Context: an optimization exercise on an open-source flow, tuned for small area and few clock cycles. The choices shown serve that exercise and are no tape-out recipe.
Function was checked by simulation only, so behaviour that the tests miss may differ from the original.
The flow treats the clock pin as an ideal source. Dropping or thinning the clock tree relies on that and would not hold on a real chip.
Power figures rest on the tool's default switching activity, not on a simulated workload.

==> flow/design.v <==
`timescale 1ns/1ps
module data_pipe_1ton #(
    parameter   DSIZE   = 8,
    parameter   NSIZE   = 8
)(
    input                           clock,
    input                           rst_n,
    input [DSIZE-1:0]               wr_data,
    input                           wr_vld,
    output logic                    wr_ready,
    input                           wr_align_last,
    output logic[DSIZE*NSIZE-1:0]   rd_data,
    output logic                    rd_vld,
    input                           rd_ready
);
localparam CW = (NSIZE <= 2) ? 1 : (NSIZE <= 4) ? 2 : (NSIZE <= 8) ? 3 : (NSIZE <= 16) ? 4 : (NSIZE <= 32) ? 5 : (NSIZE <= 64) ? 6 : (NSIZE <= 128) ? 7 : 8;
logic [CW-1:0]                  cnt;
logic [DSIZE*(NSIZE-1)-1:0]     sr;
logic                           accept;
logic                           last;
assign last     = (cnt == NSIZE-1);
assign wr_ready = !last || rd_ready;
assign accept   = wr_vld && wr_ready;
assign rd_vld   = wr_vld && rd_ready && last;
assign rd_data  = {sr, wr_data};
always @(posedge clock, negedge rst_n) begin
    if (!rst_n)
        cnt <= '0;
    else if (accept) begin
        if (last || wr_align_last) cnt <= '0;
        else                       cnt <= cnt + 1'b1;
    end
end
always @(posedge clock) begin
    if (accept)
        sr <= {sr[DSIZE*(NSIZE-2)-1:0], wr_data};
end
endmodule
Settings: LEC_CHECK=0, ABC_AREA=1, CAP_MARGIN=20, CORE_AREA=2 2 60 60, DIE_AREA=0 0 62 62, PLACE_DENSITY=0.8, SLEW_MARGIN=20; clock period 5.0 ns.
standard.sh (not shown) runs the stock make flow with config.mk's settings and CLKGATE_MAP_FILE= SYNTH_SCRIPT=/design/flow/synth_recipe.tcl, a recipe that flattens the netlist after the stock synthesis.
==> flow/flow/run.sh <==
#!/bin/bash
# Standard ORFS layout, with the smallest buffer on the ports and a one-level
# clock tree built by flow/pre_cts.tcl in place of ORFS's CTS.
export BUFFER_PORTS_ARGS="-buffer_cell sky130_fd_sc_hd__buf_1"
export PRE_CTS_TCL="$PWD/flow/pre_cts.tcl"
bash standard.sh finish > standard.log 2>&1
==> flow/flow/pre_cts.tcl <==
# Runs before ORFS's CTS step: builds the clock tree here (one level of
# clock buffers, see ctsbuf.tcl) and turns ORFS's clock_tree_synthesis call
# into a no-op.
source [file join [file dirname [info script]] ctsbuf.tcl]
my_clock_buffers 4 sky130_fd_sc_hd__clkbuf_8
set_propagated_clock [all_clocks]
rename clock_tree_synthesis orfs_clock_tree_synthesis
proc clock_tree_synthesis { args } { puts "clock tree built by pre_cts.tcl" }
Other scripts of this flow, unchanged in this note and not shown: flow/flow/ctsbuf.tcl
Testbench counts at the start, summed over its fixed seeds: cycles 25,600.
Change:
--- a/flow/flow/pre_cts.tcl
+++ b/flow/flow/pre_cts.tcl
@@ -3,5 +3,5 @@
 # into a no-op.
 source [file join [file dirname [info script]] ctsbuf.tcl]
-my_clock_buffers 4 sky130_fd_sc_hd__clkbuf_8
+my_clock_buffers 3 sky130_fd_sc_hd__clkbuf_8
 set_propagated_clock [all_clocks]
 rename clock_tree_synthesis orfs_clock_tree_synthesis
--- a/flow/config.mk
+++ b/flow/config.mk
@@ -6,5 +6,4 @@
 export NUM_CORES = 4
 export LEC_CHECK = 0
-export ABC_AREA = 1
 export CAP_MARGIN = 20
 export CORE_AREA = 2 2 60 60
Outcome: Die area stays the same; worst hold slack loses 0.014 ns; final area went down by a few percent; total power decreases by a few percent; worst setup slack gains 0.036 ns; routed wire length came out lower by a few percent; global-route usage falls by 1.3 points; utilization goes down by 2.5 points.
No run of this note takes its clock network from TritonCTS; it comes from the design's own scripts or RTL.

* * *

RTL: the design.v shown in full above, as it stands there.
Settings: LEC_CHECK=0, CAP_MARGIN=20, CORE_MARGIN=2, CORE_UTILIZATION=70, PLACE_DENSITY=0.8, SLEW_MARGIN=20; clock period 5.0 ns.
==> flow/flow/run.sh <==
#!/bin/bash
# Standard ORFS layout, with smaller port buffers and a lighter clock tree.
export BUFFER_PORTS_ARGS="-buffer_cell sky130_fd_sc_hd__buf_1"
export CTS_ARGS="-sink_clustering_enable -repair_clock_nets -dont_use_dummy_load -sink_clustering_size 60 -sink_clustering_max_diameter 500 -buf_list sky130_fd_sc_hd__clkbuf_8 -root_buf sky130_fd_sc_hd__clkbuf_8"
bash standard.sh finish > standard.log 2>&1
Testbench counts at the start, summed over its fixed seeds: cycles 25,600.
Edit:
==> flow/flow/run.sh (replaced) <==
#!/bin/bash
# Standard ORFS layout, with smaller port buffers and a lighter clock tree.
export BUFFER_PORTS_ARGS="-buffer_cell sky130_fd_sc_hd__buf_1"
export CTS_ARGS="-sink_clustering_enable -repair_clock_nets -dont_use_dummy_load -buf_list sky130_fd_sc_hd__clkbuf_4 -root_buf sky130_fd_sc_hd__clkbuf_4 -sink_clustering_size 20"
bash standard.sh finish > standard.log 2>&1
CORE_AREA = 2 2 60 60   (was not set)
CORE_MARGIN = not set   (was 2)
CORE_UTILIZATION = not set   (was 70)
DIE_AREA = 0 0 62 62   (was not set)
After rerunning:
- The changed run produced a clean layout
- final area drops by about 1.6%
- final cell count increases by about 9%
- wire length fell by 23%
Edit:
==> flow/flow/run.sh (replaced) <==
#!/bin/bash
# Standard ORFS layout, with smaller port buffers and a lighter clock tree.
export BUFFER_PORTS_ARGS="-buffer_cell sky130_fd_sc_hd__buf_1"
export CTS_ARGS="-repair_clock_nets -dont_use_dummy_load -buf_list sky130_fd_sc_hd__clkbuf_8 -root_buf sky130_fd_sc_hd__clkbuf_8"
bash standard.sh finish > standard.log 2>&1
CORE_AREA = not set   (was 2 2 60 60)
CORE_MARGIN = 2   (was not set)
CORE_UTILIZATION = 70   (was not set)
DIE_AREA = not set   (was 0 0 62 62)
Effect: The changed run produced a clean layout; wire length rises by 29%; first-iteration DRC count rises by 26%; non-clock buffer count is unchanged; via count rises by 2.9%; final cell count falls by 7.9%; worst hold slack hardly moves; final area rises by 1.6%; critical path depth does not change; setup slack gains 0.055 ns; sequential share of layout area falls by 1.2 points.
Edit:
==> flow/run.sh (new file) <==
#!/bin/bash
# synth_recipe.tcl (not shown) runs the flow's synth.tcl, then flattens the netlist and writes it again
# the make line also repeats each setting of config.mk as NAME=value (left out here)
make -C /OpenROAD-flow-scripts/flow DESIGN_CONFIG=/design/flow/config.mk WORK_HOME=/design/flow/orfs CLKGATE_MAP_FILE= SYNTH_SCRIPT=/design/flow/synth_recipe.tcl finish
CORE_UTILIZATION = 40   (was 70)
PLACE_DENSITY = 0.6   (was 0.8)
removed: flow/flow/run.sh
removed: flow/standard.sh
Result: The changed run ran to the end with no violations. Worst setup slack degrades by 0.73 ns. Wire length is lower by 9.8%. Die area is higher by 69%. Clock power is higher by 8.0%. Via count is lower by 0.30%.
Edit:
==> flow/flow/run.sh (new file) <==
#!/bin/bash
# Standard ORFS layout, with smaller port buffers and a lighter clock tree.
export BUFFER_PORTS_ARGS="-buffer_cell sky130_fd_sc_hd__buf_1"
export CTS_ARGS="-sink_clustering_enable -repair_clock_nets -dont_use_dummy_load -sink_clustering_size 30 -sink_clustering_max_diameter 200 -buf_list sky130_fd_sc_hd__clkbuf_4 -root_buf sky130_fd_sc_hd__clkbuf_4"
bash standard.sh finish > standard.log 2>&1
==> flow/standard.sh (new file) <==
#!/bin/bash
# synth_recipe.tcl (not shown) runs the flow's synth.tcl, then flattens the netlist and writes it again
# the make line also repeats each setting of config.mk as NAME=value (left out here)
make -C /OpenROAD-flow-scripts/flow DESIGN_CONFIG=/design/flow/config.mk WORK_HOME=/design/flow/orfs CLKGATE_MAP_FILE= SYNTH_SCRIPT=/design/flow/synth_recipe.tcl "${@:-finish}"
CORE_UTILIZATION = 70   (was 40)
PLACE_DENSITY = 0.8   (was 0.6)
removed: flow/run.sh
Result:
- synthesized cell count does not change
- via count went up by 5.2%
- hold slack loses 0.0034 ns
- utilization went up by 28 points
- register-to-register slack loses 0.02 ns
- global-route usage went up by 12 points
- fmax went up by 26%
- non-clock buffer count is unchanged
- sequential share of layout area went up by 16 points
- clock power went down by 35%
- setup slack gains 0.66 ns

==> afterwards: timing with drivers on the ports <==
The results above use ideal ports. As a check the final layouts listed here were re-extracted and re-timed, cells and wires unchanged. Step 1: set_driving_cell puts a clkbuf_16 on clock and a buf_2 on each other input, an assumption about the parent block. Step 2, shift: input delay + t, output delay - t, t = (earliest + latest rising clock arrival at the registers) / 2. This alone moves slack from input paths to output paths. Slacks: ideal / step 1 / step 2; pairs: ideal / step 1.
run	shift t [ns]	slack for setup (ns)	hold WS [ns]	clock arrival spread, ns
the first run of note 1	0.196	2.498 / 2.473 / 2.473	0.440 / 0.440 / 0.440	0.023 / 0.023
the second run of note 1	0.198	2.535 / 2.512 / 2.398	0.427 / 0.427 / 0.427	0.024 / 0.024
the first run of note 2	0.343	2.514 / 2.489 / 2.380	0.441 / 0.441 / 0.441	0.015 / 0.015
the second run of note 2	0.369	2.459 / 2.436 / 2.394	0.441 / 0.441 / 0.441	0.019 / 0.019
the third run of note 2	0.343	2.514 / 2.489 / 2.380	0.441 / 0.441 / 0.441	0.015 / 0.015
the fourth run of note 2	0.343	1.785 / 1.756 / 1.756	0.448 / 0.448 / 0.448	0.005 / 0.004
the fifth run of note 2	0.378	2.446 / 2.426 / 2.394	0.445 / 0.449 / 0.449	0.022 / 0.022
After both steps setup and hold are still met in every run listed. The setup slack of the second run of note 1, which loses most, moves by -0.023 ns with the drivers and by -0.137 ns with both steps.
